This design comes from an exercise in tuning for small area on the open sky130 flow, not from production work.
No run shown here included a check of the RTL's function; only the layout flow was run.

==> design/flow/flow/adder_map.v <==
module FA(a, b, c, s, co);
	input a, b, c;
	output s, co;
	sky130_fd_sc_hd__fa_1 _TECHMAP_REPLACE_ (.A(a), .B(b), .CIN(c), .SUM(s), .COUT(co));
endmodule

module HA(a, b, s, co);
	input a, b;
	output s, co;
	sky130_fd_sc_hd__ha_1 _TECHMAP_REPLACE_ (.A(a), .B(b), .SUM(s), .COUT(co));
endmodule
==> design/flow/flow/abc3.script <==
strash
ifraig
dc2
dch -f
map -a
mfs2
strash
dch -f
map -a
topo
==> design/flow/constraint.sdc <==
create_clock -name core_clock -period 6.0 [get_ports {clk}]
set_input_delay 1.2000 -clock core_clock [delete_from_list [all_inputs] [get_ports {clk}]]
set_output_delay 1.2000 -clock core_clock [all_outputs]
set_load 0.01 [all_outputs]
==> design/flow/standard.sh <==
#!/bin/bash
# synth_recipe.tcl (not shown) runs the flow's synth.tcl, then flattens the netlist and writes it again
# the make line also repeats each setting of config.mk as NAME=value (left out here)
make -C /OpenROAD-flow-scripts/flow DESIGN_CONFIG=/design/flow/config.mk WORK_HOME=/design/flow/orfs CLKGATE_MAP_FILE= SYNTH_SCRIPT=/design/flow/synth_recipe.tcl "${@:-finish}"
==> design/flow/flow/env.sh <==
export BUFFER_PORTS_ARGS="-buffer_cell sky130_fd_sc_hd__buf_1"
export MY_NO_EXTRACT_FA=1
export MY_ABC_SCRIPT=abc3.script
==> design/flow/flow/synth_pre.tcl <==
# Replaces the first line of synth_recipe.tcl (which wraps synth in -nofsm -noshare).
# Before the first synth call, the FA/HA adder modules of the design are mapped
# straight onto the platform's full/half adder cells, and ABC is given an
# area-oriented script.
proc synth {args} {
  if { ![info exists ::my_adders_mapped] } {
    set ::my_adders_mapped 1
    yosys proc
    yosys techmap -map $::env(MY_FLOW_DIR)/adder_map.v
    if { [info exists ::env(MY_NO_EXTRACT_FA)] } {
      unset ::env(ADDER_MAP_FILE)
    }
    if { [info exists ::env(MY_ABC_SCRIPT)] } {
      set i [lsearch -exact $::abc_args -script]
      lset ::abc_args [expr {$i + 1}] $::env(MY_FLOW_DIR)/$::env(MY_ABC_SCRIPT)
    }
  }
  yosys synth -nofsm -noshare {*}$args
}
==> design/flow/flow/run.sh <==
#!/bin/bash
# Own layout flow: the standard ORFS flow, except that
#  - synthesis maps the design's FA/HA adder modules straight onto the
#    sky130 fa_1/ha_1 cells (flow/my_synth.tcl), and
#  - port buffers are the smallest buffer (buf_1).
# Each tool's output goes to a log file of its own in this folder.
set -euo pipefail
W=$(pwd)
F=$W/flow
# same make call as standard.sh, with our synthesis script
sed "s#SYNTH_SCRIPT=[^ ]*#SYNTH_SCRIPT=$F/my_synth.tcl#" standard.sh > my_standard.sh
grep -q "SYNTH_SCRIPT=$F/my_synth.tcl" my_standard.sh
# my_synth.tcl = synth_recipe.tcl with our own synth wrapper in place of its first line
{ echo "source $F/synth_pre.tcl"; tail -n +2 synth_recipe.tcl; } > $F/my_synth.tcl
export MY_FLOW_DIR=$F
if [[ -f $F/env.sh ]]; then source $F/env.sh; fi
bash my_standard.sh synth > synth.log 2>&1
bash my_standard.sh > layout.log 2>&1
==> design/flow/design.v <==
module FA(a, b, c, s, co);
	input a, b, c;
	output s, co;
	assign s  = a ^ b ^ c;
	assign co = (a & b) | (a & c) | (b & c);
endmodule
module HA(a, b, s, co);
	input a, b;
	output s, co;
	assign s  = a ^ b;
	assign co = a & b;
endmodule
module ALU_wrapper( clk, reset, ABCmd_i, LoadA_i, LoadB_i, LoadCmd_i, ACC_o, Done_o);
	input clk;
	input reset;
	input LoadA_i;
	input LoadB_i;
	input LoadCmd_i;
	input [7:0] ABCmd_i;
	output [7:0] ACC_o;
	output Done_o;
	reg [7:0] rA, rB, ACC_o;
	wire [3:0] op  = ABCmd_i[3:0];
	wire       CI  = ABCmd_i[4];
	wire       shr = ABCmd_i[5];
	wire       BCD = ABCmd_i[6];
	wire       MUL = ABCmd_i[7];
	reg [2:0] state;
	wire RO      = ~state[2] & ~state[1];
	wire LoadA   = ~state[2] &  state[1];
	wire LoadB   =  state[2] & ~state[1];
	wire LoadCmd =  state[2] &  state[1];
	assign Done_o = state[0];
	wire nA = (RO & ~LoadCmd_i & ~LoadB_i & LoadA_i) | (LoadA & ~LoadB_i & ~LoadCmd_i) |
	          (LoadB & LoadA_i) | (LoadCmd & LoadA_i);
	wire nB = (RO & ~LoadCmd_i & LoadB_i) | (LoadA & LoadB_i) |
	          (LoadB & ~LoadA_i & ~LoadCmd_i) | (LoadCmd & ~LoadA_i & LoadB_i);
	wire nC = (RO & LoadCmd_i) | (LoadA & ~LoadB_i & LoadCmd_i) | (LoadB & ~LoadA_i & LoadCmd_i);
	wire nO = LoadCmd & ~LoadA_i & ~LoadB_i;
	always @(posedge clk or posedge reset)
		if (reset)
			state <= 3'b000;
		else
			state <= {nB | nC, nA | nC, nO};
	always @(posedge clk or posedge reset)
		if (reset) begin
			rA <= 0;
			rB <= 0;
		end else begin
			if (LoadA) rA <= ABCmd_i;
			if (LoadB) rB <= ABCmd_i;
		end
	reg  [7:0] lg;
	wire       lg8 = shr & rA[0];
	reg  [7:0] op2;
	wire       cin = CI & ~shr & ~(op[3] & op[2]);
	always @* begin
		case (op[1:0])
		    2'b00: lg = rA | rB;
		    2'b01: lg = rA & rB;
		    2'b10: lg = rA ^ rB;
		    2'b11: lg = rA;
		endcase
		if (shr)
		    lg = {CI, rA[7:1]};
		case (op[3:2])
		    2'b00: op2 = rB;
		    2'b01: op2 = ~rB;
		    2'b10: op2 = lg;
		    2'b11: op2 = 8'd0;
		endcase
	end
	wire [7:0] s;
	wire c1, c2, c3, c5, c6, c7;
	FA u_a0(.a(lg[0]), .b(op2[0]), .c(cin), .s(s[0]), .co(c1));
	FA u_a1(.a(lg[1]), .b(op2[1]), .c(c1),  .s(s[1]), .co(c2));
	FA u_a2(.a(lg[2]), .b(op2[2]), .c(c2),  .s(s[2]), .co(c3));
	wire t3  = lg[3] ^ op2[3];
	wire g3  = lg[3] & op2[3];
	assign s[3] = t3 ^ c3;
	wire s21 = s[2] | s[1];
	wire HC0 = g3 | (BCD & t3 & s21);
	wire HC1 = g3 | t3 | (BCD & ~t3 & s21);
	wire HC  = c3 ? HC1 : HC0;
	FA u_a4(.a(lg[4]), .b(op2[4]), .c(HC),  .s(s[4]), .co(c5));
	FA u_a5(.a(lg[5]), .b(op2[5]), .c(c5),  .s(s[5]), .co(c6));
	FA u_a6(.a(lg[6]), .b(op2[6]), .c(c6),  .s(s[6]), .co(c7));
	wire t7  = lg[7] ^ op2[7];
	wire g7  = lg[7] & op2[7];
	assign s[7] = t7 ^ c7;
	wire s65 = s[6] | s[5];
	wire CO0 = (lg8 ^ g7) | (BCD & t7 & s65);
	wire CO1 = (lg8 ^ (g7 | t7)) | (BCD & ~t7 & s65);
	wire CO  = c7 ? CO1 : CO0;
	wire V0  = rA[7] ^ op2[7] ^ CO0 ^ t7;
	wire V1  = rA[7] ^ op2[7] ^ CO1 ^ ~t7;
	wire AV  = c7 ? V1 : V0;
	wire AN  = s[7];
	wire AZ  = ~|s;
	reg mc_hi;
	wire pp0_0 = ~(rA[0] & rB[0]);
	wire pp0_1 = ~(rA[1] & rB[0]);
	wire pp0_2 = ~(rA[2] & rB[0]);
	wire pp0_3 = ~(rA[3] & rB[0]);
	wire pp0_4 = ~(rA[4] & rB[0]);
	wire pp0_5 = ~(rA[5] & rB[0]);
	wire pp0_6 = ~(rA[6] & rB[0]);
	wire pp0_7 = ~(rA[7] & rB[0]);
	wire pp1_0 = ~(rA[0] & rB[1]);
	wire pp1_1 = ~(rA[1] & rB[1]);
	wire pp1_2 = ~(rA[2] & rB[1]);
	wire pp1_3 = ~(rA[3] & rB[1]);
	wire pp1_4 = ~(rA[4] & rB[1]);
	wire pp1_5 = ~(rA[5] & rB[1]);
	wire pp1_6 = ~(rA[6] & rB[1]);
	wire pp1_7 = ~(rA[7] & rB[1]);
	wire pp2_0 = ~(rA[0] & rB[2]);
	wire pp2_1 = ~(rA[1] & rB[2]);
	wire pp2_2 = ~(rA[2] & rB[2]);
	wire pp2_3 = ~(rA[3] & rB[2]);
	wire pp2_4 = ~(rA[4] & rB[2]);
	wire pp2_5 = ~(rA[5] & rB[2]);
	wire pp2_6 = ~(rA[6] & rB[2]);
	wire pp2_7 = ~(rA[7] & rB[2]);
	wire pp3_0 = ~(rA[0] & rB[3]);
	wire pp3_1 = ~(rA[1] & rB[3]);
	wire pp3_2 = ~(rA[2] & rB[3]);
	wire pp3_3 = ~(rA[3] & rB[3]);
	wire pp3_4 = ~(rA[4] & rB[3]);
	wire pp3_5 = ~(rA[5] & rB[3]);
	wire pp3_6 = ~(rA[6] & rB[3]);
	wire pp3_7 = ~(rA[7] & rB[3]);
	wire pp4_0 = ~(rA[0] & rB[4]);
	wire pp4_1 = ~(rA[1] & rB[4]);
	wire pp4_2 = ~(rA[2] & rB[4]);
	wire pp4_3 = ~(rA[3] & rB[4]);
	wire pp4_4 = ~(rA[4] & rB[4]);
	wire pp4_5 = ~(rA[5] & rB[4]);
	wire pp4_6 = ~(rA[6] & rB[4]);
	wire pp4_7 = ~(rA[7] & rB[4]);
	wire pp5_0 = ~(rA[0] & rB[5]);
	wire pp5_1 = ~(rA[1] & rB[5]);
	wire pp5_2 = ~(rA[2] & rB[5]);
	wire pp5_3 = ~(rA[3] & rB[5]);
	wire pp5_4 = ~(rA[4] & rB[5]);
	wire pp5_5 = ~(rA[5] & rB[5]);
	wire pp5_6 = ~(rA[6] & rB[5]);
	wire pp5_7 = ~(rA[7] & rB[5]);
	wire pp6_0 = ~(rA[0] & rB[6]);
	wire pp6_1 = ~(rA[1] & rB[6]);
	wire pp6_2 = ~(rA[2] & rB[6]);
	wire pp6_3 = ~(rA[3] & rB[6]);
	wire pp6_4 = ~(rA[4] & rB[6]);
	wire pp6_5 = ~(rA[5] & rB[6]);
	wire pp6_6 = ~(rA[6] & rB[6]);
	wire pp6_7 = ~(rA[7] & rB[6]);
	wire pp7_0 = ~(rA[0] & rB[7]);
	wire pp7_1 = ~(rA[1] & rB[7]);
	wire pp7_2 = ~(rA[2] & rB[7]);
	wire pp7_3 = ~(rA[3] & rB[7]);
	wire pp7_4 = ~(rA[4] & rB[7]);
	wire pp7_5 = ~(rA[5] & rB[7]);
	wire pp7_6 = ~(rA[6] & rB[7]);
	wire pp7_7 = ~(rA[7] & rB[7]);
	wire ms0 = ~(pp0_6 ^ pp1_5);
	wire mc0 = pp0_6 | pp1_5;
	wire ms1, mc1;
	FA u_m1(.a(pp0_7), .b(pp1_6), .c(pp2_5), .s(ms1), .co(mc1));
	wire ms2 = ~(pp3_4 ^ pp4_3);
	wire mc2 = pp3_4 | pp4_3;
	wire ms3, mc3;
	FA u_m3(.a(pp1_7), .b(pp2_6), .c(pp3_5), .s(ms3), .co(mc3));
	wire ms4 = ~(pp4_4 ^ pp5_3);
	wire mc4 = pp4_4 | pp5_3;
	wire ms5, mc5;
	FA u_m5(.a(pp2_7), .b(pp3_6), .c(pp4_5), .s(ms5), .co(mc5));
	wire ms6 = ~(pp0_4 ^ pp1_3);
	wire mc6 = pp0_4 | pp1_3;
	wire ms7, mc7;
	FA u_m7(.a(pp0_5), .b(pp1_4), .c(pp2_3), .s(ms7), .co(mc7));
	wire ms8 = ~(pp3_2 ^ pp4_1);
	wire mc8 = pp3_2 | pp4_1;
	wire ms9, mc9;
	FA u_m9(.a(ms0), .b(pp2_4), .c(pp3_3), .s(ms9), .co(mc9));
	wire ms10, mc10;
	FA u_m10(.a(pp4_2), .b(pp5_1), .c(pp6_0), .s(ms10), .co(mc10));
	wire ms11, mc11;
	FA u_m11(.a(mc0), .b(ms1), .c(ms2), .s(ms11), .co(mc11));
	wire ms12, mc12;
	FA u_m12(.a(pp5_2), .b(pp6_1), .c(pp7_0), .s(ms12), .co(mc12));
	wire ms13, mc13;
	FA u_m13(.a(mc1), .b(mc2), .c(ms3), .s(ms13), .co(mc13));
	wire ms14, mc14;
	FA u_m14(.a(ms4), .b(pp6_2), .c(pp7_1), .s(ms14), .co(mc14));
	wire ms15, mc15;
	FA u_m15(.a(mc3), .b(mc4), .c(ms5), .s(ms15), .co(mc15));
	wire ms16, mc16;
	FA u_m16(.a(pp5_4), .b(pp6_3), .c(pp7_2), .s(ms16), .co(mc16));
	wire ms17, mc17;
	FA u_m17(.a(mc5), .b(pp3_7), .c(pp4_6), .s(ms17), .co(mc17));
	wire ms18, mc18;
	FA u_m18(.a(pp5_5), .b(pp6_4), .c(pp7_3), .s(ms18), .co(mc18));
	wire ms19, mc19;
	FA u_m19(.a(pp4_7), .b(pp5_6), .c(pp6_5), .s(ms19), .co(mc19));
	wire ms20 = ~(pp0_3 ^ pp1_2);
	wire mc20 = pp0_3 | pp1_2;
	wire ms21, mc21;
	FA u_m21(.a(ms6), .b(pp2_2), .c(pp3_1), .s(ms21), .co(mc21));
	wire ms22, mc22;
	FA u_m22(.a(mc6), .b(ms7), .c(ms8), .s(ms22), .co(mc22));
	wire ms23, mc23;
	FA u_m23(.a(mc7), .b(mc8), .c(ms9), .s(ms23), .co(mc23));
	wire ms24, mc24;
	FA u_m24(.a(mc9), .b(mc10), .c(ms11), .s(ms24), .co(mc24));
	wire ms25, mc25;
	FA u_m25(.a(mc11), .b(mc12), .c(ms13), .s(ms25), .co(mc25));
	wire ms26, mc26;
	FA u_m26(.a(mc13), .b(mc14), .c(ms15), .s(ms26), .co(mc26));
	wire ms27, mc27;
	FA u_m27(.a(mc15), .b(mc16), .c(ms17), .s(ms27), .co(mc27));
	wire ms28, mc28;
	FA u_m28(.a(mc17), .b(mc18), .c(ms19), .s(ms28), .co(mc28));
	wire ms29, mc29;
	FA u_m29(.a(mc19), .b(pp5_7), .c(pp6_6), .s(ms29), .co(mc29));
	wire ms30 = ~(pp0_2 ^ pp1_1);
	wire mc30 = pp0_2 | pp1_1;
	wire ms31, mc31;
	FA u_m31(.a(ms20), .b(pp2_1), .c(pp3_0), .s(ms31), .co(mc31));
	wire ms32, mc32;
	FA u_m32(.a(mc20), .b(ms21), .c(pp4_0), .s(ms32), .co(mc32));
	wire ms33, mc33;
	FA u_m33(.a(mc21), .b(ms22), .c(pp5_0), .s(ms33), .co(mc33));
	wire ms34, mc34;
	FA u_m34(.a(mc22), .b(ms23), .c(ms10), .s(ms34), .co(mc34));
	wire ms35, mc35;
	FA u_m35(.a(mc23), .b(ms24), .c(ms12), .s(ms35), .co(mc35));
	wire ms36, mc36;
	FA u_m36(.a(mc24), .b(ms25), .c(ms14), .s(ms36), .co(mc36));
	wire ms37, mc37;
	FA u_m37(.a(mc25), .b(ms26), .c(ms16), .s(ms37), .co(mc37));
	wire ms38, mc38;
	FA u_m38(.a(mc26), .b(ms27), .c(ms18), .s(ms38), .co(mc38));
	wire ms39, mc39;
	FA u_m39(.a(mc27), .b(ms28), .c(pp7_4), .s(ms39), .co(mc39));
	wire ms40, mc40;
	FA u_m40(.a(mc28), .b(ms29), .c(pp7_5), .s(ms40), .co(mc40));
	wire ms41, mc41;
	FA u_m41(.a(mc29), .b(pp6_7), .c(pp7_6), .s(ms41), .co(mc41));
	wire ms42 = ~(pp0_1 ^ pp1_0);
	wire mc42 = pp0_1 | pp1_0;
	wire ms43, mc43;
	FA u_m43(.a(ms30), .b(pp2_0), .c(mc42), .s(ms43), .co(mc43));
	wire ms44, mc44;
	FA u_m44(.a(mc30), .b(ms31), .c(mc43), .s(ms44), .co(mc44));
	wire ms45, mc45;
	FA u_m45(.a(mc31), .b(ms32), .c(mc44), .s(ms45), .co(mc45));
	wire ms46, mc46;
	FA u_m46(.a(mc32), .b(ms33), .c(mc45), .s(ms46), .co(mc46));
	wire ms47, mc47;
	FA u_m47(.a(mc33), .b(ms34), .c(mc46), .s(ms47), .co(mc47));
	wire ms48, mc48;
	FA u_m48(.a(mc34), .b(ms35), .c(mc47), .s(ms48), .co(mc48));
	wire mc_lo = mc48;
	wire ms49, mc49;
	FA u_m49(.a(mc35), .b(ms36), .c(mc_hi), .s(ms49), .co(mc49));
	wire ms50, mc50;
	FA u_m50(.a(mc36), .b(ms37), .c(mc49), .s(ms50), .co(mc50));
	wire ms51, mc51;
	FA u_m51(.a(mc37), .b(ms38), .c(mc50), .s(ms51), .co(mc51));
	wire mc_la = ~((~(mc37 | ms38)) | ((~(mc37 & ms38)) & (~(mc36 | ms37))) | ((~(mc37 & ms38)) & (~(mc36 & ms37)) & (~(mc35 | ms36))) | ((~(mc37 & ms38)) & (~(mc36 & ms37)) & (~(mc35 & ms36)) & ~mc_hi));
	wire ms52, mc52;
	FA u_m52(.a(mc38), .b(ms39), .c(mc_la), .s(ms52), .co(mc52));
	wire ms53, mc53;
	FA u_m53(.a(mc39), .b(ms40), .c(mc52), .s(ms53), .co(mc53));
	wire ms54, mc54;
	FA u_m54(.a(mc40), .b(ms41), .c(mc53), .s(ms54), .co(mc54));
	wire ms55, mc55;
	FA u_m55(.a(mc41), .b(pp7_7), .c(mc54), .s(ms55), .co(mc55));
	wire [15:0] mult_out = ~{mc55, ms55, ms54, ms53, ms52, ms51, ms50, ms49, ms48, ms47, ms46, ms45, ms44, ms43, ms42, pp0_0};
	always @(posedge clk)
		mc_hi <= mc_lo;
	wire eL = LoadCmd & MUL;
	wire eH8 = Done_o & MUL;
	wire eS = LoadCmd & ~MUL;
	wire eF = Done_o & ~MUL;
	wire eH = ~LoadCmd & ~Done_o;
	wire [7:0] acc_d = ({8{eL}} & mult_out[7:0]) | ({8{eH8}} & mult_out[15:8]) | ({8{eS}} & s) |
	                   ({8{eF}} & {3'b000, CO, AV, AZ, AN, HC}) | ({8{eH}} & ACC_o);
	always @(posedge clk or posedge reset)
		if (reset)
			ACC_o <= 0;
		else
			ACC_o <= acc_d;
endmodule
==> design/flow/config.mk <==
export PLATFORM = sky130hd
export DESIGN_NAME = ALU_wrapper
export DESIGN_NICKNAME = ALU_wrapper
export VERILOG_FILES = /design/flow/design.v
export SDC_FILE = /design/flow/constraint.sdc
export NUM_CORES = 4
export LEC_CHECK = 0
export CAP_MARGIN = 20
export CORE_MARGIN = 2
export CORE_UTILIZATION = 40
export GPL_TIMING_DRIVEN = 0
export SLEW_MARGIN = 20
==> design/flow/flow/my_synth.tcl <==
source /design/flow/flow/synth_pre.tcl
source $::env(SCRIPTS_DIR)/synth.tcl
# left out here: clear keep_hierarchy, flatten, clean up, hide names made inside functions, write 1_2_yosys.v
==> results of run 1 <==
sequential cells by signal, summed over array words and instances (netlist names):
register	count
rB	8
ACC_o	8
rA	8
mc_hi	1
state	3
cells in the mapped netlist, drive strengths merged:
cell type / number
nand4: 4
a221o: 1
fa: 54
nand3: 7
dfxtp: 1
o21bai: 1
or4: 1
a211oi: 1
o221ai: 3
xor2: 3
nor3: 3
o21ai: 40
o311ai: 2
clkinv: 36
o2111ai: 3
a21oi: 19
o211ai: 2
o21a: 1
nor2: 33
o221a: 1
xnor2: 1
nand2: 105
a22oi: 12
o22ai: 14
dfrtp: 27
layout by cell type, fill, tap and decap left out, drive strengths merged, types with 2 or more instances in the layout:
master,synthesis,layout
nand2,105,105
fa,54,54
o21ai,40,40
clkinv,36,35
nor2,33,33
dfrtp,27,27
buf,0,27
a21oi,19,19
o22ai,14,14
a22oi,12,12
nand3,7,7
nand4,4,4
clkbuf,0,4
o221ai,3,3
xor2,3,3
nor3,3,3
o2111ai,3,3
o211ai,2,2
o311ai,2,2
layout make-up:
class	instances	area, sq um
Clock buffer	4	55.1
Fill cell	783	4150
Inverter	36	145
Multi-Input combinational cell	311	2370
Sequential cell	28	697
Tap cell	102	128
Timing Repair Buffer	27	138
per-layer routing:
layer / global-route usage [%] / vias to the layer above / wire length [um]
met4: 4.17 / 0 / 172
met3: 2.52 / 12 / 382
li1: - / 1336 / -
met2: 32.9 / 96 / 3870
met1: 32.8 / 1394 / 4270
met5: 0 / - / 0
path summary, 6_finish.rpt:
kind,from,endpoint,cells past startpoint
max in group asynchronous,reset,rB[0]$_DFFE_PP0P_,2
min,ACC_o[7]$_DFF_PP0_,ACC_o[7]$_DFF_PP0_,1
min reg2reg,ACC_o[7]$_DFF_PP0_,ACC_o[7]$_DFF_PP0_,1
max reg2reg,rB[0]$_DFFE_PP0P_,ACC_o[3]$_DFF_PP0_,21
max,ABCmd_i[0],ACC_o[3]$_DFF_PP0_,21
min in group asynchronous,reset,ACC_o[7]$_DFF_PP0_,2
cells by family (layout without fill, tap and decap cells):
family	count (synthesis)	after routing	share of synthesized area, %
AO/OA/AOI/OAI	100	100	19.1
XOR/XNOR	4	4	1.11
buffers and inverters	36	67	4.29
flip-flops	28	28	22.1
AND/OR/NAND/NOR	153	153	19.1
adder cells (fa/ha/maj)	54	54	34.3
critical path: cells and delay by family:
kind                     cells  cell delay [ns]
buffers and inverters        1             0.14
AND/OR/NAND/NOR              5             1.13
AO/OA/AOI/OAI                8             0.89
XOR/XNOR                     1             0.18
adder cells (fa/ha/maj)      6             2.43
through the flow:
step	area [sq um]
2_1_floorplan	3150
3_3_place_gp	3360
3_5_place_dp	3360
6_report	3540
4_1_cts	3450
5_1_grt	3540
repair_timing:
item	in CTS	in global routing
gates resized for setup	13	16
buffers inserted	1	5
pin swaps	3	9
endpoints found under the setup margin	2	2
==> results.rst, run 1 <==
.. list-table::
   :header-rows: 1

   * - Metric
     - Value
   * - Pre-CTS setup slack
     - -0.828 ns
   * - Clock tree from TritonCTS
     - yes
   * - Area enclosed by the die boundary
     - 8610 sq um
   * - Post-route DRC violation count
     - 0
   * - Cell area after synthesis
     - 3150 sq um
   * - Root Buffer
     - sky130_fd_sc_hd__clkbuf_8
   * - Starting DRT DRC Count
     - 204
   * - Tmin final
     - 5.80 ns
   * - HPWL after detailed placement
     - 6.82 mm
   * - Clock latency on the worst-skew pair
     - 0.28 ns
   * - Rows
     - 32
   * - CP Max Fanout
     - 17
   * - Synthesized Nets
     - 442
   * - Fin util
     - 46.0%
   * - Setup slack of the critical path after layout
     - 0.201 ns
   * - Max H-tree Level
     - 1
   * - Transition time at the pin with the least slew margin
     - 0.963 ns
   * - Number of hold buffers added after CTS
     - 0
   * - Maximum clock insertion buffer count
     - 2
   * - Die Width
     - 92.8 um
   * - Number of different library cells in the post-synthesis netlist
     - 25
   * - Detailed-route wire length per cell
     - 17.1 um
   * - Avg Inst Size Synth
     - 8.40 sq um
   * - Post-synthesis sequential area ratio
     - 22.1%
   * - Largest stage delay, worst path
     - 0.62 ns
   * - Number of storage elements in the synthesis netlist
     - 28
   * - Number of pins with negative max-slew slack in the final report
     - 0
   * - Number of detailed-routing iterations run before antenna repair
     - 5
   * - Vias per std cell
     - 5.59
   * - Data required time of the critical path
     - 6.16 ns
   * - CP arrival
     - 5.96 ns
   * - Fraction of layout instances using a drive strength above 1
     - 8.13%
   * - Crit path capture type
     - flip-flop
   * - Ports
     - 22
   * - Starting density of the core
     - 41.0%
   * - Endpoints failing hold
     - 0
   * - CTS clock-pin slew for the worst setup and hold paths
     - 0.10 ns
   * - Overall routed net length
     - 8.70 mm
   * - Unrepaired setup endpoints after global routing
     - no
   * - Maximum capacitance violations
     - 0
   * - Number of instances in the placed design
     - 498
   * - Portion of the clock cycle consumed by the worst path in the final layout
     - 96.6%
   * - Tightest slew margin relative to the limit
     - 35.6%
   * - Slack of the worst reg-to-reg path
     - 0.39 ns
   * - Growth of design area from synthesis to finish
     - 12.2%
   * - Setup TNS after final layout
     - 0 ns
   * - Fraction of post-synthesis cell area in the top cell type by area
     - 34.3%
   * - Classification of the worst-slack hold path
     - flip-flop to flip-flop
   * - Type of element launching the critical path
     - primary input
   * - Cell with the biggest individual delay on the critical path
     - sky130_fd_sc_hd__or4_2
   * - Cell-by-cell trace of the critical path
     - buf_6, nor2_4, a21oi_1, nor2_1, o22ai_2, a22oi_1, nand2_1, fa_2, fa_2, fa_2, nor2_4, o21bai_4, fa_2, fa_2, fa_2, o21a_1, or4_2, o21ai_2, a21oi_1, xnor2_1, o221ai_1
   * - Die boundary height
     - 92.8 um
   * - Overflow after GRT
     - 0
   * - Via count of the first global-routing pass
     - 2702
   * - Placeable core region
     - 7690 sq um
   * - Cell types with the largest area share after synthesis
     - sky130_fd_sc_hd__fa_1 (34%), sky130_fd_sc_hd__dfrtp_1 (21%), sky130_fd_sc_hd__nand2_1 (13%)
   * - Post-synth top area cell
     - sky130_fd_sc_hd__fa_1
   * - First-pass GRT wire length
     - 14.4 mm
   * - Critical path start-end classification
     - primary input to flip-flop
   * - Synth Warn #
     - 1
   * - Gate Count Post-Synth
     - 375
   * - Count of non-filler cells in the finished layout
     - 508
   * - Count of nets after finishing
     - 474
   * - Weighted congestion reported at the end of routability-driven placement
     - 0.894
   * - Clock Sinks
     - 28
   * - Port Buf Inserts
     - 21
   * - Vias
     - 2838
   * - Number of failing setup endpoints in the final timing report
     - 0
   * - Most frequent cell on the critical path
     - sky130_fd_sc_hd__fa_2
   * - Post-detailed-route count of antenna-violating nets
     - 0
   * - Maximum clock frequency
     - 172 MHz
   * - Result of the run
     - finished clean
   * - Total Routing Usage GR
     - 21.4%
   * - Number of antenna violations at the first check in global routing
     - 0
   * - Ant. Diodes
     - 0
   * - Num CTS Buffers
     - 3
   * - WHS
     - 0.534 ns
   * - Post-Route Skew
     - 0.00605 ns
   * - Pin count of the biggest net entering global routing
     - 28
==> run 2: changes to the inputs <==
==> design/flow/flow/env.sh (replaced) <==
export BUFFER_PORTS_ARGS="-buffer_cell sky130_fd_sc_hd__buf_1"
export MY_NO_EXTRACT_FA=1
export MY_ABC_SCRIPT=abc3.script
export SETUP_MOVE_SEQUENCE="unbuffer,sizeup,swap"
export CTS_ARGS="-sink_clustering_enable -repair_clock_nets -dont_use_dummy_load"
==> results.rst, run 2 <==
.. list-table::
   :header-rows: 1

   * - Metric
     - Value
   * - Classification of the worst-slack hold path
     - flip-flop to flip-flop
   * - Cell area after synthesis
     - 3150 sq um (unchanged)
   * - Total Routing Usage GR
     - 21.3% (-0.087 points)
   * - Registers with the most flip-flops
     - ACC_o x8, rA x8, rB x8
   * - Cell-by-cell trace of the critical path
     - buf_6, nor2_4, a21oi_1, nor2_1, o22ai_2, a22oi_1, nand2_1, fa_2, fa_2, fa_2, clkinv_1, a21oi_1, o21bai_4, fa_2, fa_2, fa_2, o21a_1, or4_4, o21ai_2, a21oi_2, xnor2_1, o221ai_1
   * - Busiest metal layer after global routing
     - met2
   * - Post-synth ARST share
     - 96.4% (unchanged)
   * - Worst Reg-to-Reg Cells
     - 22 (+4.8%)
   * - Root Buffer
     - sky130_fd_sc_hd__clkbuf_8
   * - Result of the run
     - finished clean
   * - Most frequent cell on the critical path
     - sky130_fd_sc_hd__fa_2
   * - Most numerous cell types in the synthesized netlist
     - sky130_fd_sc_hd__nand2_1 (105), sky130_fd_sc_hd__fa_1 (54), sky130_fd_sc_hd__o21ai_0 (40)
   * - Die Width
     - 92.8 um (unchanged)
   * - Number of different library cells in the post-synthesis netlist
     - 25 (unchanged)
   * - CTS clock-pin slew for the worst setup and hold paths
     - 0.10 ns (about the same)
   * - Number of antenna violations at the first check in global routing
     - 0 (unchanged)
   * - Setup slack of the critical path after layout
     - 0.277 ns (+0.0752 ns)
   * - Synthesized Nets
     - 442 (unchanged)
   * - Vias per std cell
     - 5.60 (+0.18%)
   * - Number of storage elements in the synthesis netlist
     - 28 (unchanged)
   * - Overall routed net length
     - 8.65 mm (-0.54%)
   * - Post-Route Skew
     - 0.0113 ns (+0.00526 ns)
   * - Ant. Diodes
     - 0 (unchanged)
   * - Overflow after GRT
     - 0 (unchanged)
   * - Clock tree from TritonCTS
     - yes
   * - Critical path start-end classification
     - primary input to flip-flop
   * - Tightest slew margin relative to the limit
     - 32.1% (-3.5 points)
   * - Maximum clock frequency
     - 175 MHz (+1.3%)
   * - Portion of the clock cycle consumed by the worst path in the final layout
     - 95.4% (-1.3 points)
   * - Starting DRT DRC Count
     - 215 (+5.4%)
   * - Fraction of post-synthesis cell area in the top cell type by area
     - 34.3% (unchanged)
   * - Largest stage delay, worst path
     - 0.48 ns (-0.14 ns)
   * - Number of flops mapped to enable cells by yosys
     - 0 (unchanged)
   * - Die boundary height
     - 92.8 um (unchanged)
   * - Max H-tree Level
     - 1 (unchanged)
   * - Num CTS Buffers
     - 3 (unchanged)
   * - Pre-CTS setup slack
     - -0.828 ns (unchanged)
   * - Number of buffers added for setup after CTS
     - 0 (-1)
   * - Placeable core region
     - 7690 sq um (unchanged)
   * - Endpoints failing hold
     - 0 (unchanged)
   * - Cell with the biggest individual delay on the critical path
     - sky130_fd_sc_hd__or4_4
   * - Port Buf Inserts
     - 21 (unchanged)
   * - Maximum clock insertion buffer count
     - 2 (unchanged)
   * - Transition time at the pin with the least slew margin
     - 1.02 ns (+0.0528 ns)
   * - Count of nets after finishing
     - 468 (-1.3%)
   * - Highest-count cells in the layout ignoring fill and taps
     - sky130_fd_sc_hd__nand2_1 (105), sky130_fd_sc_hd__fa_1 (48), sky130_fd_sc_hd__o21ai_0 (37), sky130_fd_sc_hd__clkinv_1 (33), sky130_fd_sc_hd__nor2_1 (31)
   * - Post-synthesis sequential area ratio
     - 22.1% (unchanged)
   * - WHS
     - 0.535 ns (+0.00120 ns)
   * - Growth of design area from synthesis to finish
     - 10.7%
   * - Unrepaired setup endpoints after global routing
     - no
   * - Number of detailed-routing iterations run before antenna repair
     - 4 (-1)
   * - Rows
     - 32 (unchanged)
   * - Clock latency on the worst-skew pair
     - 0.28 ns (about the same)
   * - Detailed-route wire length per cell
     - 17.3 um (+0.85%)
   * - Weighted congestion reported at the end of routability-driven placement
     - 0.894 (unchanged)
   * - Setup TNS after final layout
     - 0 ns (unchanged)
   * - Type of element launching the critical path
     - primary input
   * - Number of cells on the worst hold path
     - 1 (unchanged)
   * - Post-synth top area cell
     - sky130_fd_sc_hd__fa_1
   * - Starting density of the core
     - 41.0% (unchanged)
   * - Cell types with the largest area share after synthesis
     - sky130_fd_sc_hd__fa_1 (34%), sky130_fd_sc_hd__dfrtp_1 (21%), sky130_fd_sc_hd__nand2_1 (13%)
   * - Global Route met1 Usage
     - 32.6% (-0.21 points)
   * - GR met2 Demand/Resource
     - 33.5% (+0.54 points)
   * - Crit path capture type
     - flip-flop
   * - Fraction of layout instances using a drive strength above 1
     - 6.52% (-1.6 points)
   * - Via count of the first global-routing pass
     - 2699 (-0.11%)
   * - Pin count of the biggest net entering global routing
     - 28 (unchanged)
   * - Post-detailed-route count of antenna-violating nets
     - 0 (unchanged)
   * - CP arrival
     - 5.88 ns (-0.08 ns)
   * - Commonest non-fill, non-tap cell in the layout
     - sky130_fd_sc_hd__nand2_1
   * - Cell with the most instances after synthesis
     - sky130_fd_sc_hd__nand2_1
   * - Synth Warn #
     - 1 (unchanged)
   * - Tmin final
     - 5.72 ns (-0.0752 ns)
   * - Ports
     - 22 (unchanged)
   * - HPWL after detailed placement
     - 6.82 mm (unchanged)
   * - Post-route DRC violation count
     - 0 (unchanged)
   * - Clock Sinks
     - 28 (unchanged)
   * - Maximum capacitance violations
     - 0 (unchanged)
   * - Vias
     - 2804 (-1.2%)
   * - Gate Count Post-Synth
     - 375 (unchanged)
   * - First-pass GRT wire length
     - 14.3 mm (-0.19%)
   * - Number of pins with negative max-slew slack in the final report
     - 0 (unchanged)
   * - Number of failing setup endpoints in the final timing report
     - 0 (unchanged)
   * - Area enclosed by the die boundary
     - 8610 sq um (unchanged)
   * - Data required time of the critical path
     - 6.15 ns (about the same)
   * - Leading register cell type out of synthesis
     - sky130_fd_sc_hd__dfrtp_1
   * - CP Max Fanout
     - 17 (unchanged)
   * - Avg Inst Size Synth
     - 8.40 sq um (unchanged)
   * - M3 GR Usage
     - 2.44% (-0.081 points)
-- run 2: cells by family (layout without fill, tap and decap cells) --
| kind of cell | Yosys count | count (layout) | share of synthesized area, % |
|---|---|---|---|
| flops | 28 | 28 | 22.1 |
| xor+xnor | 4 | 4 | 1.11 |
| fa+ha+maj | 54 | 54 | 34.3 |
| compound gates | 100 | 100 | 19.1 |
| buf+inv | 36 | 60 | 4.29 |
| simple gates | 153 | 153 | 19.1 |
-- run 2: metal layers --
metal / up-vias / share of wire (%)
met1: 1393 / 49
met4: 0 / 1.1
li1: 1322 / -
met2: 81 / 45
met3: 8 / 4.1
met5: - / 0
-- run 2: worst paths after layout --
check | end | slack [ns] | start
worst max-delay path | ACC_o[3]$_DFF_PP0_ | 0.28 | ABCmd_i[0]
worst min-delay path | ACC_o[7]$_DFF_PP0_ | 0.54 | ACC_o[7]$_DFF_PP0_
worst max register to register | ACC_o[3]$_DFF_PP0_ | 0.41 | rB[0]$_DFFE_PP0P_
worst min register to register | ACC_o[7]$_DFF_PP0_ | 0.54 | ACC_o[7]$_DFF_PP0_
max in group asynchronous | rB[0]$_DFFE_PP0P_ | 4.62 | reset
min in group asynchronous | ACC_o[7]$_DFF_PP0_ | 0.95 | reset
-- run 2: worst max-delay path: cells and delay by family --
| family | cells | cell delay, ns |
|---|---|---|
| compound gates | 9 | 1.09 |
| simple gates | 4 | 0.81 |
| xor+xnor | 1 | 0.17 |
| fa+ha+maj | 6 | 2.38 |
| buf+inv | 2 | 0.21 |
-- run 2: through the flow --
step                utilization [%]  instance area (sq um)  cells
floorplan                         -                   3150    375
CTS                            44.6                   3430    501
global placement               43.7                   3360    498
finish                         45.4                   3490    501
global route                   45.4                   3490    501
detailed placement             43.7                   3360    498
-- run 2: area by class of cell --
| cell class | count | area, sq um |
|---|---|---|
| Clock buffer | 3 | 41.3 |
| Timing Repair Buffer | 21 | 96.3 |
| Multi-Input combinational cell | 311 | 2380 |
| Inverter | 36 | 148 |
| Tap cell | 102 | 128 |
| Sequential cell | 28 | 697 |
| Fill cell | 786 | 4200 |
-- run 2: what timing repair did --
action	4_1_cts	5_1_grt
setup endpoints to repair	2	1
pin swaps	4	14
gates resized for setup	15	19
hold buffers	0	0
==> run 3: changes to the inputs <==
--- a/design/flow/design.v
+++ b/design/flow/design.v
@@ -54,15 +54,11 @@
 	wire       lg8 = shr & rA[0];
 	reg  [7:0] op2;
 	wire       cin = CI & ~shr & ~(op[3] & op[2]);
+	wire [7:0] u  = shr ? {CI, rA[7:1]} : rA;
+	wire [1:0] k  = shr ? 2'b11 : op[1:0];
+	wire       ke = ~(k[1] ^ k[0]);
 	always @* begin
-		case (op[1:0])
-		    2'b00: lg = rA | rB;
-		    2'b01: lg = rA & rB;
-		    2'b10: lg = rA ^ rB;
-		    2'b11: lg = rA;
-		endcase
-		if (shr)
-		    lg = {CI, rA[7:1]};
+		lg  = ({8{~k[0]}} & ~u & rB) | (u & ({8{ke}} | (rB ^ {8{k[1]}})));
 		case (op[3:2])
 		    2'b00: op2 = rB;
 		    2'b01: op2 = ~rB;
==> design/flow/flow/env.sh (replaced) <==
export BUFFER_PORTS_ARGS="-buffer_cell sky130_fd_sc_hd__buf_1"
export MY_NO_EXTRACT_FA=1
export MY_ABC_SCRIPT=abc3.script
export RECOVER_POWER=100
==> results.rst, run 3 <==
.. list-table::
   :header-rows: 1

   * - Metric
     - Value
   * - Ant. Diodes
     - 0 (unchanged)
   * - CTS clock-pin slew for the worst setup and hold paths
     - 0.09 ns (about the same)
   * - Weighted congestion reported at the end of routability-driven placement
     - 0.947 (+6.0%)
   * - Rows
     - 32 (unchanged)
   * - Portion of the clock cycle consumed by the worst path in the final layout
     - 98.3% (+2.9 points)
   * - Post-Route Skew
     - 0.00669 ns (-0.00462 ns)
   * - Count of nets after finishing
     - 475 (+1.5%)
   * - Num CTS Buffers
     - 3 (unchanged)
   * - Number of flops mapped to enable cells by yosys
     - 0 (unchanged)
   * - Placeable core region
     - 7650 sq um (-0.52%)
   * - Cell-by-cell trace of the critical path
     - buf_16, nor3b_4, nand2_1, nand3_1, nand2_2, a22oi_2, o21ai_2, fa_2, fa_2, fa_2, or2_4, nand3_2, o21ai_2, fa_2, fa_2, fa_1, nor2_2, nor2_2, o21ai_1, o211ai_1, o21ai_1, xor2_1, a221o_2
   * - Starting DRT DRC Count
     - 192 (-11%)
   * - Post-synthesis sequential area ratio
     - 22.2% (+0.14 points)
   * - Synth Warn #
     - 1 (unchanged)
   * - Largest stage delay, worst path
     - 0.53 ns (+0.05 ns)
   * - Critical path start-end classification
     - primary input to flip-flop
   * - Fillers
     - 756 (-3.8%)
   * - Ports
     - 22 (unchanged)
   * - Commonest non-fill, non-tap cell in the layout
     - sky130_fd_sc_hd__nand2_1
   * - Post-detailed-route count of antenna-violating nets
     - 0 (unchanged)
   * - Maximum clock frequency
     - 170 MHz (-2.9%)
   * - Vias
     - 2785 (-0.68%)
   * - Number of hold buffers added after CTS
     - 0 (unchanged)
   * - Transition time at the pin with the least slew margin
     - 1.05 ns (+0.0330 ns)
   * - Post-route DRC violation count
     - 0 (unchanged)
   * - Result of the run
     - finished clean
   * - Classification of the worst-slack hold path
     - flip-flop to flip-flop
   * - Maximum capacitance violations
     - 0 (unchanged)
   * - Avg Inst Size Synth
     - 8.51 sq um (+1.3%)
   * - Via count of the first global-routing pass
     - 2691 (-0.30%)
   * - Crit path capture type
     - flip-flop
   * - Detailed-route wire length per cell
     - 16.8 um (-2.5%)
   * - Cell with the biggest individual delay on the critical path
     - sky130_fd_sc_hd__fa_1
   * - Most numerous cell types in the synthesized netlist
     - sky130_fd_sc_hd__nand2_1 (117), sky130_fd_sc_hd__fa_1 (54), sky130_fd_sc_hd__o21ai_0 (37)
   * - Number of antenna violations at the first check in global routing
     - 0 (unchanged)
   * - Vias per std cell
     - 5.47 (-2.2%)
   * - Starting density of the core
     - 41.0% (-0.047 points)
   * - Number of different library cells in the post-synthesis netlist
     - 27 (+8.0%)
   * - Clock tree from TritonCTS
     - yes
   * - Growth of design area from synthesis to finish
     - 15.1%
   * - Overall routed net length
     - 8.57 mm (-0.90%)
   * - Type of element launching the critical path
     - primary input
   * - Endpoints failing hold
     - 0 (unchanged)
   * - Port Buf Inserts
     - 21 (unchanged)
   * - Cell family with the largest share of critical-path delay
     - adder cells
   * - Number of detailed-routing iterations run before antenna repair
     - 4 (unchanged)
   * - Maximum clock insertion buffer count
     - 2 (unchanged)
   * - Data required time of the critical path
     - 6.17 ns (+0.02 ns)
   * - Most frequent cell on the critical path
     - sky130_fd_sc_hd__fa_2
   * - CP Max Fanout
     - 5 (-12)
   * - Clock latency on the worst-skew pair
     - 0.28 ns (about the same)
   * - Tightest slew margin relative to the limit
     - 30.0% (-2.0 points)
   * - Die Width
     - 92.5 um (-0.30%)
   * - Total Routing Usage GR
     - 21.4% (+0.048 points)
   * - Max H-tree Level
     - 1 (unchanged)
   * - Post-synth ARST share
     - 96.4% (unchanged)
   * - Area enclosed by the die boundary
     - 8550 sq um (-0.60%)
   * - First-pass GRT wire length
     - 14.2 mm (-0.73%)
   * - Registers with the most flip-flops
     - ACC_o x8, rA x8, rB x8
   * - Count of non-filler cells in the finished layout
     - 509 (+1.6%)
   * - Synthesized Nets
     - 435 (-1.6%)
   * - CP arrival
     - 6.06 ns (+0.18 ns)
   * - Cell types with the largest area share after synthesis
     - sky130_fd_sc_hd__fa_1 (35%), sky130_fd_sc_hd__dfrtp_1 (22%), sky130_fd_sc_hd__nand2_1 (14%)
   * - Pin count of the biggest net entering global routing
     - 28 (unchanged)
   * - Tmin final
     - 5.90 ns (+0.172 ns)
   * - Clock Sinks
     - 28 (unchanged)
   * - Cell area after synthesis
     - 3130 sq um (-0.64%)
   * - Cell with the most instances after synthesis
     - sky130_fd_sc_hd__nand2_1
   * - Unrepaired setup endpoints after global routing
     - yes
   * - Gate Count Post-Synth
     - 368 (-1.9%)
   * - Fraction of post-synthesis cell area in the top cell type by area
     - 34.5% (+0.22 points)
   * - Number of failing setup endpoints in the final timing report
     - 0 (unchanged)
   * - Leading register cell type out of synthesis
     - sky130_fd_sc_hd__dfrtp_1
   * - Fraction of layout instances using a drive strength above 1
     - 9.83% (+3.3 points)
   * - Number of instances in the placed design
     - 491 (-1.4%)
   * - Crit path buf inv count
     - 1 (-1)
   * - HPWL after detailed placement
     - 6.74 mm (-1.2%)
   * - Die boundary height
     - 92.5 um (-0.30%)
   * - Highest-count cells in the layout ignoring fill and taps
     - sky130_fd_sc_hd__nand2_1 (115), sky130_fd_sc_hd__fa_1 (49), sky130_fd_sc_hd__o21ai_0 (33), sky130_fd_sc_hd__clkinv_1 (29), sky130_fd_sc_hd__dfrtp_1 (27)
   * - Number of pins with negative max-slew slack in the final report
     - 0 (unchanged)
   * - Post-synth top area cell
     - sky130_fd_sc_hd__fa_1
   * - Root Buffer
     - sky130_fd_sc_hd__clkbuf_8
   * - Overflow after GRT
     - 0 (unchanged)
   * - Number of storage elements in the synthesis netlist
     - 28 (unchanged)
   * - WHS
     - 0.549 ns (+0.0142 ns)
==> run 3: worst paths after layout <==
kind,startpoint,to,slack [ns],cells after the start
setup reg to reg,rB[0]$_DFFE_PP0P_,ACC_o[3]$_DFF_PP0_,0.51,22
setup / recovery,ABCmd_i[5],ACC_o[3]$_DFF_PP0_,0.10,23
hold reg to reg,ACC_o[2]$_DFF_PP0_,ACC_o[2]$_DFF_PP0_,0.55,2
max in group asynchronous,reset,rB[7]$_DFFE_PP0P_,4.24,2
min in group asynchronous,reset,ACC_o[2]$_DFF_PP0_,1.14,2
hold / removal,ACC_o[2]$_DFF_PP0_,ACC_o[2]$_DFF_PP0_,0.55,2
==> run 3: final cells by class <==
type                            instances  area [sq um]  area share (%)
Sequential cell                        28           696            19.3
Tap cell                              102           128            3.54
Clock buffer                            4          45.0            1.25
Timing Repair Buffer                   35           233            6.45
Multi-Input combinational cell        308          2380            65.9
Inverter                               32           128            3.54
==> run 3: timing repair <==
item,CTS,global route
pin swaps,2,19
buffers inserted,3,10
resized for setup,12,22
gates cloned,0,1
endpoints found under the setup margin,5,1
==> run 3: per-stage QoR <==
step | utilization, % | TNS [ns] | instance area [sq um] | setup slack, ns
3_3_place_gp | 43.9 | -3.20 | 3360 | -0.987
4_1_cts | 45.1 | 0 | 3450 | 0.00336
2_1_floorplan | - | 0 | 3150 | 0.00584
3_5_place_dp | 43.9 | -3.13 | 3360 | -0.986
5_1_grt | 47.2 | -0.0580 | 3610 | -0.0580
6_report | 47.2 | 0 | 3610 | 0.105
==> run 3: metal layers <==
| layer | up-vias | track usage, % | wire (um) |
|---|---|---|---|
| met5 | - | 0 | 0 |
| met4 | 0 | 3.36 | 50 |
| met3 | 4 | 3.25 | 555 |
| met2 | 91 | 36.5 | 4090 |
| met1 | 1361 | 29.4 | 3880 |
| li1 | 1329 | - | - |
==> run 3: cells by family (layout without fill, tap and decap cells) <==
logic type | after synthesis | in the layout | share of synthesized area (%)
flops | 28 | 28 | 22.2
xor+xnor | 5 | 5 | 1.40
compound gates | 80 | 80 | 16.1
buf+inv | 32 | 71 | 3.84
simple gates | 169 | 169 | 21.9
fa+ha+maj | 54 | 54 | 34.5
==> run 3: tightest hold or removal path, cell delays in order (launching register included) <==
cell and delay [ns]:
sky130_fd_sc_hd__dfrtp_1 0.37, sky130_fd_sc_hd__a221oi_1 0.08, sky130_fd_sc_hd__o41ai_1 0.07
==> run 4: changes to the inputs <==
--- a/design/flow/design.v
+++ b/design/flow/design.v
@@ -26,11 +26,11 @@
 	wire       BCD = ABCmd_i[6];
 	wire       MUL = ABCmd_i[7];
 	reg [2:0] state;
-	wire RO      = ~state[2] & ~state[1];
-	wire LoadA   = ~state[2] &  state[1];
-	wire LoadB   =  state[2] & ~state[1];
+	wire RO      = ~state[1] & ~state[0];
+	wire LoadA   = ~state[1] &  state[0];
+	wire LoadB   =  state[1] &  state[0];
 	wire LoadCmd =  state[2] &  state[1];
-	assign Done_o = state[0];
+	assign Done_o = state[2] & ~state[1];
 	wire nA = (RO & ~LoadCmd_i & ~LoadB_i & LoadA_i) | (LoadA & ~LoadB_i & ~LoadCmd_i) |
 	          (LoadB & LoadA_i) | (LoadCmd & LoadA_i);
 	wire nB = (RO & ~LoadCmd_i & LoadB_i) | (LoadA & LoadB_i) |
@@ -41,7 +41,7 @@
 		if (reset)
 			state <= 3'b000;
 		else
-			state <= {nB | nC, nA | nC, nO};
+			state <= {nC | nO, nB | nC, nA | nB};
 	always @(posedge clk or posedge reset)
 		if (reset) begin
 			rA <= 0;
@@ -54,11 +54,15 @@
 	wire       lg8 = shr & rA[0];
 	reg  [7:0] op2;
 	wire       cin = CI & ~shr & ~(op[3] & op[2]);
-	wire [7:0] u  = shr ? {CI, rA[7:1]} : rA;
-	wire [1:0] k  = shr ? 2'b11 : op[1:0];
-	wire       ke = ~(k[1] ^ k[0]);
 	always @* begin
-		lg  = ({8{~k[0]}} & ~u & rB) | (u & ({8{ke}} | (rB ^ {8{k[1]}})));
+		case (op[1:0])
+		    2'b00: lg = rA | rB;
+		    2'b01: lg = rA & rB;
+		    2'b10: lg = rA ^ rB;
+		    2'b11: lg = rA;
+		endcase
+		if (shr)
+		    lg = {CI, rA[7:1]};
 		case (op[3:2])
 		    2'b00: op2 = rB;
 		    2'b01: op2 = ~rB;
==> design/flow/flow/env.sh (replaced) <==
export BUFFER_PORTS_ARGS="-buffer_cell sky130_fd_sc_hd__buf_1"
export MY_NO_EXTRACT_FA=1
export MY_ABC_SCRIPT=abc3.script
export SETUP_MOVE_SEQUENCE="unbuffer,sizeup,swap"
export CTS_ARGS="-sink_clustering_enable -repair_clock_nets -dont_use_dummy_load"
==> results.rst, run 4 <==
.. list-table::
   :header-rows: 1

   * - Metric
     - Value
   * - Worst Reg-to-Reg Cells
     - 26 (+18%)
   * - Avg Inst Size Synth
     - 8.39 sq um (-1.4%)
   * - Fraction of post-synthesis cell area in the top cell type by area
     - 34.2% (-0.35 points)
   * - Cell with the most instances after synthesis
     - sky130_fd_sc_hd__nand2_1
   * - Result of the run
     - finished clean
   * - CTS clock-pin slew for the worst setup and hold paths
     - 0.10 ns (about the same)
   * - Number of pins with negative max-slew slack in the final report
     - 0 (unchanged)
   * - Growth of design area from synthesis to finish
     - 11.2%
   * - Most numerous cell types in the synthesized netlist
     - sky130_fd_sc_hd__nand2_1 (106), sky130_fd_sc_hd__fa_1 (54), sky130_fd_sc_hd__o21ai_0 (41)
   * - Post-synth top area cell
     - sky130_fd_sc_hd__fa_1
   * - Port Buf Inserts
     - 21 (unchanged)
   * - Rows
     - 32 (unchanged)
   * - Weighted congestion reported at the end of routability-driven placement
     - 0.879 (-7.2%)
   * - Starting DRT DRC Count
     - 201 (+4.7%)
   * - Vias
     - 2883 (+3.5%)
   * - Area enclosed by the die boundary
     - 8640 sq um (+0.99%)
   * - Post-route DRC violation count
     - 0 (unchanged)
   * - Leading register cell type out of synthesis
     - sky130_fd_sc_hd__dfrtp_1
   * - Hold EP
     - ACC_o[3]$_DFF_PP0_
   * - First-pass GRT wire length
     - 15.2 mm (+6.7%)
   * - Number of flops mapped to enable cells by yosys
     - 0 (unchanged)
   * - Via count of the first global-routing pass
     - 2921 (+8.5%)
   * - Tmin final
     - 5.70 ns (-0.199 ns)
   * - Number of antenna violations at the first check in global routing
     - 0 (unchanged)
   * - Transition time at the pin with the least slew margin
     - 0.680 ns (-0.368 ns)
   * - Unrepaired setup endpoints after global routing
     - no
   * - Clock Sinks
     - 28 (unchanged)
   * - Crit path capture type
     - flip-flop
   * - CP Max Fanout
     - 17 (+12)
   * - Maximum clock frequency
     - 176 MHz (+3.5%)
   * - Number of detailed-routing iterations run before antenna repair
     - 4 (unchanged)
   * - Fin util
     - 45.8% (-1.4 points)
   * - Number of storage elements in the synthesis netlist
     - 28 (unchanged)
   * - Maximum capacitance violations
     - 0 (unchanged)
   * - Setup TNS after final layout
     - 0 ns (unchanged)
   * - Detailed-route wire length per cell
     - 17.8 um (+5.6%)
   * - Max H-tree Level
     - 1 (unchanged)
   * - Synth Warn #
     - 1 (unchanged)
   * - Total Routing Usage GR
     - 22.4% (+1.1 points)
   * - Number of cells on the worst hold path
     - 2 (unchanged)
   * - CP arrival
     - 5.87 ns (-0.19 ns)
   * - Post-detailed-route count of antenna-violating nets
     - 0 (unchanged)
   * - Post-synth ARST share
     - 96.4% (unchanged)
   * - Clock latency on the worst-skew pair
     - 0.29 ns (about the same)
   * - Registers with the most flip-flops
     - ACC_o x8, rA x8, rB x8
   * - Gate Count Post-Synth
     - 377 (+2.4%)
   * - Count of nets after finishing
     - 470 (-1.1%)
   * - Reg-to-reg endpoint
     - ACC_o[3]$_DFF_PP0_
   * - Highest-count cells in the layout ignoring fill and taps
     - sky130_fd_sc_hd__nand2_1 (106), sky130_fd_sc_hd__fa_1 (49), sky130_fd_sc_hd__o21ai_0 (36), sky130_fd_sc_hd__clkinv_1 (31), sky130_fd_sc_hd__dfrtp_1 (26)
   * - Slack of the worst reg-to-reg path
     - 0.38 ns (-0.13 ns)
   * - Number of hold buffers added after CTS
     - 0 (unchanged)
   * - Portion of the clock cycle consumed by the worst path in the final layout
     - 94.9% (-3.3 points)
   * - Largest stage delay, worst path
     - 0.56 ns (+0.03 ns)
   * - Classification of the worst-slack hold path
     - flip-flop to flip-flop
   * - Num CTS Buffers
     - 3 (unchanged)
   * - Overall routed net length
     - 8.95 mm (+4.3%)
   * - Count of non-filler cells in the finished layout
     - 503 (-1.2%)
   * - Cell area after synthesis
     - 3160 sq um (+1.0%)
   * - HP Start
     - ACC_o[3]$_DFF_PP0_
   * - Number of failing setup endpoints in the final timing report
     - 0 (unchanged)
   * - Ant. Diodes
     - 0 (unchanged)
   * - Placeable core region
     - 7690 sq um (+0.52%)
   * - Pin count of the biggest net entering global routing
     - 28 (unchanged)
   * - Tightest slew margin relative to the limit
     - 54.6% (+25 points)
   * - Cell with the biggest individual delay on the critical path
     - sky130_fd_sc_hd__fa_1
   * - Die Width
     - 92.9 um (+0.49%)
   * - Number of buffers added for setup after CTS
     - 0 (-3)
   * - Number of different library cells in the post-synthesis netlist
     - 23 (-15%)
   * - Clock tree from TritonCTS
     - yes
   * - HPWL after detailed placement
     - 6.98 mm (+3.6%)
   * - Source of the worst register-to-register timing path
     - rB[0]$_DFFE_PP0P_
   * - Commonest non-fill, non-tap cell in the layout
     - sky130_fd_sc_hd__nand2_1
   * - Maximum clock insertion buffer count
     - 2 (unchanged)
   * - Number of instances in the placed design
     - 500 (+1.8%)
   * - Most frequent cell on the critical path
     - sky130_fd_sc_hd__fa_2
   * - Critical path start-end classification
     - primary input to flip-flop
   * - Endpoints failing hold
     - 0 (unchanged)
   * - Data required time of the critical path
     - 6.17 ns (about the same)
   * - Type of element launching the critical path
     - primary input
   * - Fraction of layout instances using a drive strength above 1
     - 7.98% (-1.8 points)
   * - Overflow after GRT
     - 0 (unchanged)
   * - Starting density of the core
     - 41.2% (+0.21 points)
   * - Die boundary height
     - 92.9 um (+0.49%)
   * - Cell types with the largest area share after synthesis
     - sky130_fd_sc_hd__fa_1 (34%), sky130_fd_sc_hd__dfrtp_1 (21%), sky130_fd_sc_hd__nand2_1 (13%)
   * - Synthesized Nets
     - 444 (+2.1%)
   * - Vias per std cell
     - 5.73 (+4.8%)
   * - Root Buffer
     - sky130_fd_sc_hd__clkbuf_8
   * - Post-synthesis sequential area ratio
     - 22.0% (-0.23 points)
   * - Ports
     - 22 (unchanged)
   * - Post-Route Skew
     - 0.00813 ns (+0.00144 ns)
[run 4: cell types whose count changed after synthesis, sizes merged, moves of 3 or more]
cell    delta
nand3     -13
a21oi     +12
nand2     -11
nor2      +11
o22ai      +6
o21ai      +4
clkinv     +3
[run 4: how the worst max path moves through the flow]
| stage | from | slack (ns) | cells after the start | endpoint |
|---|---|---|---|---|
| CTS | ABCmd_i[1] | 0.02 | 26 | ACC_o[3]$_DFF_PP0_ |
| global route | ABCmd_i[0] | 0.003 | 27 | ACC_o[3]$_DFF_PP0_ |
| detailed placement | ABCmd_i[5] | -0.90 | 25 | ACC_o[3]$_DFF_PP0_ |
| finish | ABCmd_i[0] | 0.30 | 26 | ACC_o[3]$_DFF_PP0_ |
| global placement | ABCmd_i[5] | -0.83 | 25 | ACC_o[3]$_DFF_PP0_ |
| floorplan | ABCmd_i[5] | 0.09 | 24 | ACC_o[3]$_DFF_PP0_ |
[run 4: critical path: cells and delay by family]
family / cells / cell delay (ns)
AO/OA/AOI/OAI: 7 / 0.84
XOR/XNOR: 1 / 0.08
adder cells (fa/ha/maj): 6 / 2.61
buffers and inverters: 3 / 0.27
AND/OR/NAND/NOR: 9 / 0.87
[run 4: logic make-up (layout without fill, tap and decap cells)]
group	after synthesis	in the layout	synth area share (%)
fa+ha+maj	54	54	34.2
buf+inv	35	59	4.15
simple gates	154	154	19.2
flops	28	28	22.0
xor+xnor	5	5	1.38
compound gates	101	101	19.1
[run 4: what timing repair did]
item,CTS,global route
pin swaps,2,16
endpoints found under the hold margin,0,0
resized for setup,12,31
endpoints found under the setup margin,2,3
[run 4: per-stage QoR]
stage	hold slack (ns)	cell area [sq um]	setup WS, ns
2_1_floorplan	0.532	3160	0.0938
3_3_place_gp	0.479	3370	-0.834
3_5_place_dp	0.485	3370	-0.905
4_1_cts	0.509	3430	0.0227
5_1_grt	0.540	3520	0.00300
6_report	0.504	3520	0.303
[run 4: layout make-up]
cell class	instances	area, sq um
clock buffers	3	41.3
fillers	796	4170
inverters	35	144
multi-input cells	314	2400
flip-flops and latches	28	697
well taps	102	128
repair buffers	21	104
[run 4: per-layer routing]
layer  wire (um)  track usage (%)
met4         182             4.78
met3         327             2.60
met2        4040             34.9
met1        4400             33.9
met5           0                0
==> run 5: changes to the inputs <==
--- a/design/flow/design.v
+++ b/design/flow/design.v
@@ -26,9 +26,9 @@
 	wire       BCD = ABCmd_i[6];
 	wire       MUL = ABCmd_i[7];
 	reg [2:0] state;
-	wire RO      = ~state[1] & ~state[0];
-	wire LoadA   = ~state[1] &  state[0];
-	wire LoadB   =  state[1] &  state[0];
+	wire RO      = ~state[1];
+	wire LoadA   = ~state[2] &  state[1] & ~state[0];
+	wire LoadB   =  state[0];
 	wire LoadCmd =  state[2] &  state[1];
 	assign Done_o = state[2] & ~state[1];
 	wire nA = (RO & ~LoadCmd_i & ~LoadB_i & LoadA_i) | (LoadA & ~LoadB_i & ~LoadCmd_i) |
@@ -41,7 +41,7 @@
 		if (reset)
 			state <= 3'b000;
 		else
-			state <= {nC | nO, nB | nC, nA | nB};
+			state <= {nC | nO, nA | nB | nC, nB};
 	always @(posedge clk or posedge reset)
 		if (reset) begin
 			rA <= 0;
@@ -267,9 +267,8 @@
 	FA u_m50(.a(mc36), .b(ms37), .c(mc49), .s(ms50), .co(mc50));
 	wire ms51, mc51;
 	FA u_m51(.a(mc37), .b(ms38), .c(mc50), .s(ms51), .co(mc51));
-	wire mc_la = ~((~(mc37 | ms38)) | ((~(mc37 & ms38)) & (~(mc36 | ms37))) | ((~(mc37 & ms38)) & (~(mc36 & ms37)) & (~(mc35 | ms36))) | ((~(mc37 & ms38)) & (~(mc36 & ms37)) & (~(mc35 & ms36)) & ~mc_hi));
 	wire ms52, mc52;
-	FA u_m52(.a(mc38), .b(ms39), .c(mc_la), .s(ms52), .co(mc52));
+	FA u_m52(.a(mc38), .b(ms39), .c(mc51), .s(ms52), .co(mc52));
 	wire ms53, mc53;
 	FA u_m53(.a(mc39), .b(ms40), .c(mc52), .s(ms53), .co(mc53));
 	wire ms54, mc54;
==> results.rst, run 5 <==
.. list-table::
   :header-rows: 1

   * - Metric
     - Value
   * - Result of the run
     - finished clean
   * - Tightest slew margin relative to the limit
     - 60.1% (+5.5 points)
   * - Largest stage delay, worst path
     - 0.57 ns (about the same)
   * - Flip-flop and latch area
     - 708 sq um (+1.6%)
   * - Fin util
     - 44.7% (-1.1 points)
   * - Maximum capacitance violations
     - 0 (unchanged)
   * - Number of different library cells in the post-synthesis netlist
     - 23 (unchanged)
   * - Number of flops mapped to enable cells by yosys
     - 0 (unchanged)
   * - HPWL after detailed placement
     - 7.08 mm (+1.4%)
   * - Overflow after GRT
     - 0 (unchanged)
   * - Total area of multi-input combinational cells
     - 2300 sq um (-4.2%)
   * - Count of non-filler cells in the finished layout
     - 497 (-1.2%)
   * - Number of cells on the worst hold path
     - 2 (unchanged)
   * - Data required time of the critical path
     - 6.16 ns (about the same)
   * - First-pass GRT wire length
     - 15.0 mm (-1.1%)
   * - Registers with the most flip-flops
     - ACC_o x8, rA x8, rB x8
   * - Cell area after synthesis
     - 3110 sq um (-1.6%)
   * - Rows
     - 32 (unchanged)
   * - Post-route DRC violation count
     - 0 (unchanged)
   * - Overall routed net length
     - 8.84 mm (-1.2%)
   * - Fraction of layout instances using a drive strength above 1
     - 7.09% (-0.89 points)
   * - Post-synth ARST share
     - 96.4% (unchanged)
   * - Type of element launching the critical path
     - flip-flop
   * - Number of storage elements in the synthesis netlist
     - 28 (unchanged)
   * - Number of hold buffers added after CTS
     - 0 (unchanged)
   * - Weighted congestion reported at the end of routability-driven placement
     - 0.991 (+13%)
   * - Root Buffer
     - sky130_fd_sc_hd__clkbuf_8
   * - Port Buf Inserts
     - 21 (unchanged)
   * - Number of detailed-routing iterations run before antenna repair
     - 5 (+1)
   * - Placed Instance Area
     - 3330 sq um (-1.2%)
   * - Most numerous cell types in the synthesized netlist
     - sky130_fd_sc_hd__nand2_1 (101), sky130_fd_sc_hd__fa_1 (54), sky130_fd_sc_hd__o21ai_0 (42)
   * - Crit path capture type
     - flip-flop
run 5: repair_timing:
action | 4_1_cts | 5_1_grt
resized for setup | 2 | 22
pin swaps | 0 | 1
setup buffers | 0 | 0
gates cloned | 0 | 0
endpoints found under the setup margin | 1 | 4
run 5: cell type report:
| type | instances | area share (%) |
|---|---|---|
| clock buffer | 3 | 1.21 |
| inverter | 34 | 4.14 |
| multi-input combinational | 308 | 67.5 |
| sequential | 28 | 20.7 |
| tap | 102 | 3.74 |
| timing repair buffer | 22 | 2.71 |
run 5: final timing paths:
| kind | startpoint | endpoint | slack, ns |
|---|---|---|---|
| setup / recovery | rB[0]$_DFFE_PP0P_ | ACC_o[6]$_DFF_PP0_ | 0.19 |
| hold / removal | ACC_o[2]$_DFF_PP0_ | ACC_o[2]$_DFF_PP0_ | 0.55 |
| setup reg to reg | rB[0]$_DFFE_PP0P_ | ACC_o[6]$_DFF_PP0_ | 0.19 |
| hold reg to reg | ACC_o[2]$_DFF_PP0_ | ACC_o[2]$_DFF_PP0_ | 0.55 |
| max in group asynchronous | reset | rA[4]$_DFFE_PP0P_ | 4.65 |
| min in group asynchronous | reset | rB[7]$_DFFE_PP0P_ | 0.94 |
run 5: routing by layer:
layer  up-vias  routed length [um]  GRT usage [%]
li1       1320                   -              -
met1      1412                4220           32.7
met2        90                3990           35.5
met3        13                 427           2.88
met4         0                 201           6.84
met5         -                   0              0
run 5: worst reg2reg max path, stage by stage, from the launching register on:
cell and delay [ns]:
sky130_fd_sc_hd__dfrtp_2 0.55, sky130_fd_sc_hd__nand2_2 0.11, sky130_fd_sc_hd__fa_1 0.52, sky130_fd_sc_hd__fa_2 0.57, sky130_fd_sc_hd__fa_1 0.43, sky130_fd_sc_hd__fa_1 0.45, sky130_fd_sc_hd__fa_1 0.45, sky130_fd_sc_hd__fa_1 0.40
sky130_fd_sc_hd__fa_1 0.42, sky130_fd_sc_hd__fa_1 0.39, sky130_fd_sc_hd__fa_1 0.39, sky130_fd_sc_hd__fa_1 0.39, sky130_fd_sc_hd__fa_1 0.52, sky130_fd_sc_hd__o221ai_1 0.12
run 5: cells by family (layout without fill, tap and decap cells):
kind of cell | after synthesis | after routing | synth area share, %
simple gates | 154 | 154 | 19.6
compound gates | 96 | 96 | 18.1
fa+ha+maj | 54 | 54 | 34.7
buf+inv | 34 | 59 | 4.10
flops | 28 | 28 | 22.3
xor+xnor | 4 | 4 | 1.13

what the ideal ports hide:
In the flow no input, the clock included, has a driving cell. The finished layouts below were timed again as built, in two steps.
Step 1, drivers: a clkbuf_16 drives clk and a buf_2 each remaining input, both assumed.
Step 2 also shifts input and output timing later by t, the mid clock arrival at the registers, as if the neighbouring blocks saw the same clock.
Slacks: ideal ports / drivers / drivers and shift; pairs: ideal ports / drivers.
| run | shift t [ns] | slack for setup (ns) | latest minus earliest clock arrival (ns) | worst data-port slew with drivers (ns) |
|---|---|---|---|---|
| run 1 | 0.309 | 0.201 / 0.202 / -0.107 | 0.006 / 0.006 | 0.04 |
| run 2 | 0.306 | 0.277 / 0.277 / -0.030 | 0.011 / 0.011 | 0.04 |
| run 3 | 0.307 | 0.105 / 0.047 / -0.260 | 0.007 / 0.006 | 0.13 |
| run 4 | 0.311 | 0.303 / 0.289 / -0.022 | 0.008 / 0.008 | 0.06 |
| run 5 | 0.303 | 0.190 / 0.190 / -0.035 | 0.008 / 0.008 | 0.03 |
With both steps, setup timing fails in every run listed, where it was met with ideal ports. The setup slack of run 3, which loses most, moves by -0.058 ns with the drivers and by -0.365 ns with both steps.
